What follows belongs to an exercise in optimizing a design on an open flow for small area, a short achievable clock period and few clock cycles per item; a production flow would make more cautious choices. In this exercise RTL edits were held to simulation tests only and were not proved equivalent to the original. Power is estimated from default activity; no workload was simulated.

Design rsa_wrapper, start of the top module:
module rsa_wrapper #(parameter N = 512, parameter LOGN = 9)
(
    input           clk,
    input           resetn,
    input  [  31:0] arm_to_fpga_cmd,
    input           arm_to_fpga_cmd_valid,
    output          fpga_to_arm_done,
    input           fpga_to_arm_done_read,
    input           arm_to_fpga_data_valid,
    output          arm_to_fpga_data_ready,
    input  [N-1:0] arm_to_fpga_data,
    output          fpga_to_arm_data_valid,
    input           fpga_to_arm_data_ready,
    output [N-1:0] fpga_to_arm_data);
==> flow/config.mk <==
export PLATFORM = sky130hd
export DESIGN_NAME = rsa_wrapper
export DESIGN_NICKNAME = rsa_wrapper
export VERILOG_FILES = /design/flow/design.v
export SDC_FILE = /design/flow/constraint.sdc
export NUM_CORES = 8
export LEC_CHECK = 0
export CAP_MARGIN = 30
export CORE_MARGIN = 2
export CORE_UTILIZATION = 40
export SETUP_SLACK_MARGIN = 5
export SLEW_MARGIN = 50
==> flow/constraint.sdc <==
create_clock -name core_clock -period 9.0 [get_ports {clk}]
set_input_delay 1.8000 -clock core_clock [delete_from_list [all_inputs] [get_ports {clk}]]
set_output_delay 1.8000 -clock core_clock [all_outputs]
set_load 0.01 [all_outputs]
run.sh (not shown) runs the stock make flow with config.mk's settings and CLKGATE_MAP_FILE= SYNTH_SCRIPT=/design/flow/synth_recipe.tcl, a recipe that flattens the netlist after the stock synthesis.
Testbench counts at the start, summed over its fixed seeds: cycles 450,699, ops 12.
Change:
Settings changed: CORE_UTILIZATION 40 to 35.
What happened:
- This time the run finished but failed the layout checks on antenna rules
- worst setup slack is better by 13 ps
- worst hold slack got worse by 4.1 ps
- final cell count rose by 3.8%
- global-route usage goes down by 4.3 points
- clock-buffer cell count is lower by 21
- sequential power barely changes

========
Another version of the RTL of rsa_wrapper (not shown whole).
Size in the first run: roughly 4,800 flip-flops, about 1,100 I/O pins.
clock: 9.0 ns
lec_check: 0
cap_margin: 30
core_margin: 2
core_utilization: 50
cts_cluster_diameter: 120
cts_cluster_size: 24
setup_slack_margin: 5
slew_margin: 50
Testbench counts at the start, summed over its fixed seeds: cycles 402,877, ops 12.
Change:
CORE_UTILIZATION = 40   (was 50)
CTS_CLUSTER_DIAMETER = not set   (was 120)
CTS_CLUSTER_SIZE = not set   (was 24)
The new run finished with timing, DRC and antenna clean. Synthesized area does not change. Core utilization drops by 9.1 points. Flip-flop and latch count does not change. Final cell count climbs by 7.4%. Total power climbs by 10%. Setup slack gains 32 ps.
Change:
CORE_UTILIZATION = 60   (was 40)
CTS_CLUSTER_DIAMETER = 150   (was not set)
CTS_CLUSTER_SIZE = 20   (was not set)
PLACE_DENSITY = 0.7   (was not set)
- The changed run completed with no timing, DRC or antenna violations
- design area goes down by about 5%
- hold slack is worse by 20 ps
- clock skew grows by 4.0 ps
- first-iteration DRC count is higher by 18%
- die area shrinks by 33%
- utilization goes up by 21 points
- register-to-register slack got worse by 150 ps
- synthesized cell count is unchanged
- setup slack is worse by 150 ps
- via count came out higher by about 1.8%
- wire length is lower by 6.3%
Change:
CORE_UTILIZATION = 40   (was 60)
PLACE_DENSITY = not set   (was 0.7)
The changed run reached the layout checks and failed them: antenna rules; final cell count is higher by 10%; area after synthesis is unchanged; core utilization went down by 22 points; worst hold slack is better by 30 ps; register-to-register slack improves by 150 ps.
Change:
CAP_MARGIN = 20   (was 30)
CORE_UTILIZATION = 50   (was 40)
SLEW_MARGIN = 20   (was 50)
Outcome:
- The new run ran to the end with no violations
- critical path depth goes up by 9
- sequential share of layout area goes up by 0.69 points
- core utilization goes up by 10 points
- routed wire length goes down by 1.1%
- setup slack degrades by 100 ps
- area after synthesis is unchanged
- via count goes up by 0.59%
- final cell count goes down by 5.6%
- sequential cell count is unchanged

========
rsa_wrapper again, from the RTL that the note above started with.
clock: 9.0 ns
lec_check: 0
cap_margin: 30
core_margin: 2
core_utilization: 40
cts_cluster_diameter: 150
cts_cluster_size: 20
place_density: 0.65
setup_slack_margin: 5
slew_margin: 50
Testbench counts at the start, summed over its fixed seeds: cycles 402,877, ops 12.
==> next run, changes <==
CORE_UTILIZATION = 50   (was 40)
PLACE_DENSITY = default   (was 0.65)
Result: The changed run ran to the end with no violations; fmax rose by 1.3%; die area fell by 20%; worst hold slack degrades by 0.057 ns; power fell by 1.3%; clock skew rose by 0.022 ns; synthesized cell count does not change; register-to-register slack improves by 0.05 ns.
==> next run, changes <==
CORE_UTILIZATION = 45   (was 50)
After rerunning: Clock power hardly moves; critical path depth falls by 1; count of clock-buffer cells in the layout rises by 8; via count barely changes; setup slack gets worse by 0.050 ns; first-iteration DRC count rises by a few percent; synthesized area is unchanged; global-route usage falls by 4.7 points; utilization falls by 5.7 points; sequential share of layout area is about the same.

-- static timing again, ports no longer ideal --
No port has a modelled driver above. Below, the same layouts with a new extraction and two added sets of constraints. Step 1 (the two cells are an assumption about what drives the block):
set clk [get_ports {clk}]
set_driving_cell -lib_cell sky130_fd_sc_hd__clkbuf_16 $clk
set_driving_cell -lib_cell sky130_fd_sc_hd__buf_2 [delete_from_list [all_inputs] $clk]
Step 2, shift: input delay + t, output delay - t, t = (earliest + latest rising clock arrival at the registers) / 2. This alone moves slack from input paths to output paths. a / b / c = ideal / step 1 / step 2; a / b = the first two.
run	shift t [ns]	setup slack, ns	worst setup path after step 2	clock arrival spread, ns	slew at the worst register clock pin (ns)
the first run of note 1	1.242	4.841 / 4.764 / 4.406	input to register	0.137 / 0.137	0.08 / 0.08
the second run of note 1	1.227	4.854 / 4.770 / 4.387	input to register	0.171 / 0.170	0.07 / 0.07
the first run of note 2	1.153	4.868 / 4.792 / 4.386	input to register	0.109 / 0.109	0.12 / 0.12
the second run of note 2	1.243	4.900 / 4.780 / 4.460	input to register	0.087 / 0.087	0.07 / 0.07
the third run of note 2	1.139	4.752 / 4.752 / 4.464	input to register	0.098 / 0.099	0.11 / 0.11
the fourth run of note 2	1.173	4.904 / 4.776 / 4.511	input to register	0.086 / 0.087	0.11 / 0.11
the fifth run of note 2	1.150	4.801 / 4.801 / 4.263	input to register	0.115 / 0.115	0.12 / 0.12
the first run of note 3	1.194	4.857 / 4.768 / 4.157	input to register	0.108 / 0.108	0.12 / 0.12
the second run of note 3	1.143	4.912 / 4.806 / 4.303	input to register	0.127 / 0.127	0.12 / 0.12
the third run of note 3	1.192	4.862 / 4.792 / 4.257	input to register	0.117 / 0.117	0.12 / 0.12
For the first run of note 3, which loses most, drivers alone change the setup slack by -0.089 ns; drivers and shift together by -0.700 ns.
